What follows belongs to an exercise in optimizing a design on an open flow for small area; a production flow would make more cautious choices.
Only simulation tests tie the RTL to the original design; equivalence was not proved.
No activity file was given, so power comes from the tool's default toggle rates.

== v6 ==
Design router_top, start of the top module:
module router_top(
    input        clock,
    input        resetn,
    input        read_enb_0,
    input        read_enb_1,
    input        read_enb_2,
    input  [7:0] data_in,
    input        pkt_valid,
    output [7:0] data_out_0,
    output [7:0] data_out_1,
    output [7:0] data_out_2,
    output       valid_out_0,
    output       valid_out_1,
    output       valid_out_2,
    output       error,
    output       busy
);
Size in the first run: roughly 1,500 cells after synthesis, about 570 flip-flops, about 43 I/O pins, ~22,000 um^2 of cells after synthesis.
clock: 5.0 ns
lec_check: 0
cap_margin: 20
core_margin: 2
core_utilization: 60
gpl_timing_driven: 0
place_density: 0.75
slew_margin: 20
synth_hierarchical: 1
synth_minimum_keep_size: 0
standard.sh (not shown) runs the stock make flow with config.mk's settings and CLKGATE_MAP_FILE= SYNTH_SCRIPT=/design/flow/synth_recipe.tcl, a recipe that flattens the netlist after the stock synthesis.
==> flow/flow/run.sh <==
#!/bin/bash
# The standard ORFS layout (standard.sh) with two steps given their own arguments:
# - clock tree: mid-size clock buffers (clkbuf_8) in clusters of up to 15 sinks
#   and no dummy loads, instead of clkbuf_16 with dummy loads;
# - port buffers: every input and output port still gets a buffer, a buf_1.
# All output goes to standard.log here; ORFS's per-step logs are under orfs/logs.
set -euo pipefail
export CTS_ARGS="-sink_clustering_enable -repair_clock_nets -dont_use_dummy_load -buf_list sky130_fd_sc_hd__clkbuf_8 -sink_clustering_size 15 -sink_clustering_max_diameter 80"
export BUFFER_PORTS_ARGS="-buffer_cell sky130_fd_sc_hd__buf_1"
bash standard.sh > standard.log 2>&1
v6: PASS, flow complete, no timing, DRC or antenna violations
Setup changes, v6 to v7
# v6
export LEC_CHECK = 0
export CAP_MARGIN = 20
export CORE_MARGIN = 2
export CORE_UTILIZATION = 60
export GPL_TIMING_DRIVEN = 0
export PLACE_DENSITY = 0.75
export SLEW_MARGIN = 20
export SYNTH_HIERARCHICAL = 1
export SYNTH_MINIMUM_KEEP_SIZE = 0
create_clock -name core_clock -period 5.0 [get_ports {clock}]
# v7
export LEC_CHECK = 0
export CAP_MARGIN = 20
export CORE_MARGIN = 2
export CORE_UTILIZATION = 60
export PLACE_DENSITY = 0.75
export SLEW_MARGIN = 20
export SYNTH_HIERARCHICAL = 1
export SYNTH_MINIMUM_KEEP_SIZE = 0
create_clock -name core_clock -period 5.0 [get_ports {clock}]
Findings:
- v7 vs v6 on routed via count divided by cell count: v7 is the higher one.
- v7 against v6: share of power burned in registers went up; share of power burned in the clock network went up.
- v7: no failed stages, no open violations at the end
- Diff v6 -> v7: minimum period implied by the final worst setup slack went down 0.28 ns, maximum frequency increased 0.022 GHz.

* * *

router_top, a different RTL version from the one above (not shown whole).
Size: ~1,500 cells after synthesis, ~22,000 um2 of cells after synthesis.
clock: 5.0 ns
lec_check: 0
cap_margin: 20
core_margin: 2
core_utilization: 60
place_density: 0.75
slew_margin: 20
synth_hierarchical: 1
synth_minimum_keep_size: 0
==> flow/flow/run.sh <==
#!/bin/bash
# The standard ORFS layout (standard.sh) with two steps given their own arguments:
# - clock tree: mid-size clock buffers (clkbuf_8) in clusters of up to 16 sinks
#   and no dummy loads, instead of clkbuf_16 with dummy loads;
# - port buffers: every input and output port still gets a buffer, a buf_1.
# All output goes to standard.log here; ORFS's per-step logs are under orfs/logs.
set -euo pipefail
export CTS_ARGS="-sink_clustering_enable -repair_clock_nets -dont_use_dummy_load -buf_list sky130_fd_sc_hd__clkbuf_8 -sink_clustering_size 16 -sink_clustering_max_diameter 80"
export BUFFER_PORTS_ARGS="-buffer_cell sky130_fd_sc_hd__buf_1"
bash standard.sh > standard.log 2>&1
The baseline finished clean.
Then changed:
==> flow/flow/run.sh (replaced) <==
#!/bin/bash
# The standard ORFS layout (standard.sh) with two steps given their own arguments:
# - clock tree: mid-size clock buffers (clkbuf_8) in clusters of up to 15 sinks
#   and no dummy loads, instead of clkbuf_16 with dummy loads;
# - port buffers: every input and output port still gets a buffer, a buf_1.
# All output goes to standard.log here; ORFS's per-step logs are under orfs/logs.
set -euo pipefail
export CTS_ARGS="-sink_clustering_enable -repair_clock_nets -dont_use_dummy_load -buf_list sky130_fd_sc_hd__clkbuf_8 -sink_clustering_size 15 -sink_clustering_max_diameter 80"
export BUFFER_PORTS_ARGS="-buffer_cell sky130_fd_sc_hd__buf_1"
bash standard.sh > standard.log 2>&1
The new run completed without violations.
Final area barely changes.
Sequential cell count is unchanged.
Wire length is about the same.
Combinational power hardly moves.
Clock skew increases by 0.0036 ns.
Cell count is about the same.
Via count stays flat.
Worst setup slack gains 0.0067 ns.
Fmax barely changes.
Count of clock-buffer cells in the layout increases by 3.
Utilization increases by 0.11 points.

==> separate check: timing with driven ports <==
How much do the figures lean on ideal ports? The routed layouts below were timed once more, with nothing changed but the port constraints. Step 1 assumes that a clkbuf_16 drives the clock port and a buf_2 every other input. Step 2 also shifts input and output timing later by t, the mid clock arrival at the registers, as if the neighbouring blocks saw the same clock. Slacks: ideal ports / drivers / drivers and shift; pairs: ideal ports / drivers.
| run | t, ns | setup WS [ns] | worst hold slack (ns) | worst setup path after step 2 | latest minus earliest clock arrival (ns) |
|---|---|---|---|---|---|
| v6 | 0.622 | 1.271 / 1.222 / 1.727 | 0.442 / 0.442 / 0.442 | register to register | 0.035 / 0.036 |
| v7 | 0.600 | 1.551 / 1.504 / 1.983 | 0.394 / 0.394 / 0.394 | register to register | 0.090 / 0.090 |
| the first run of note 2 | 0.615 | 1.584 / 1.584 / 1.584 | 0.435 / 0.435 / 0.435 | register to register | 0.056 / 0.057 |
| the second run of note 2 | 0.642 | 1.591 / 1.591 / 1.591 | 0.413 / 0.413 / 0.413 | register to register | 0.072 / 0.072 |
After both steps every run listed still meets setup and hold.
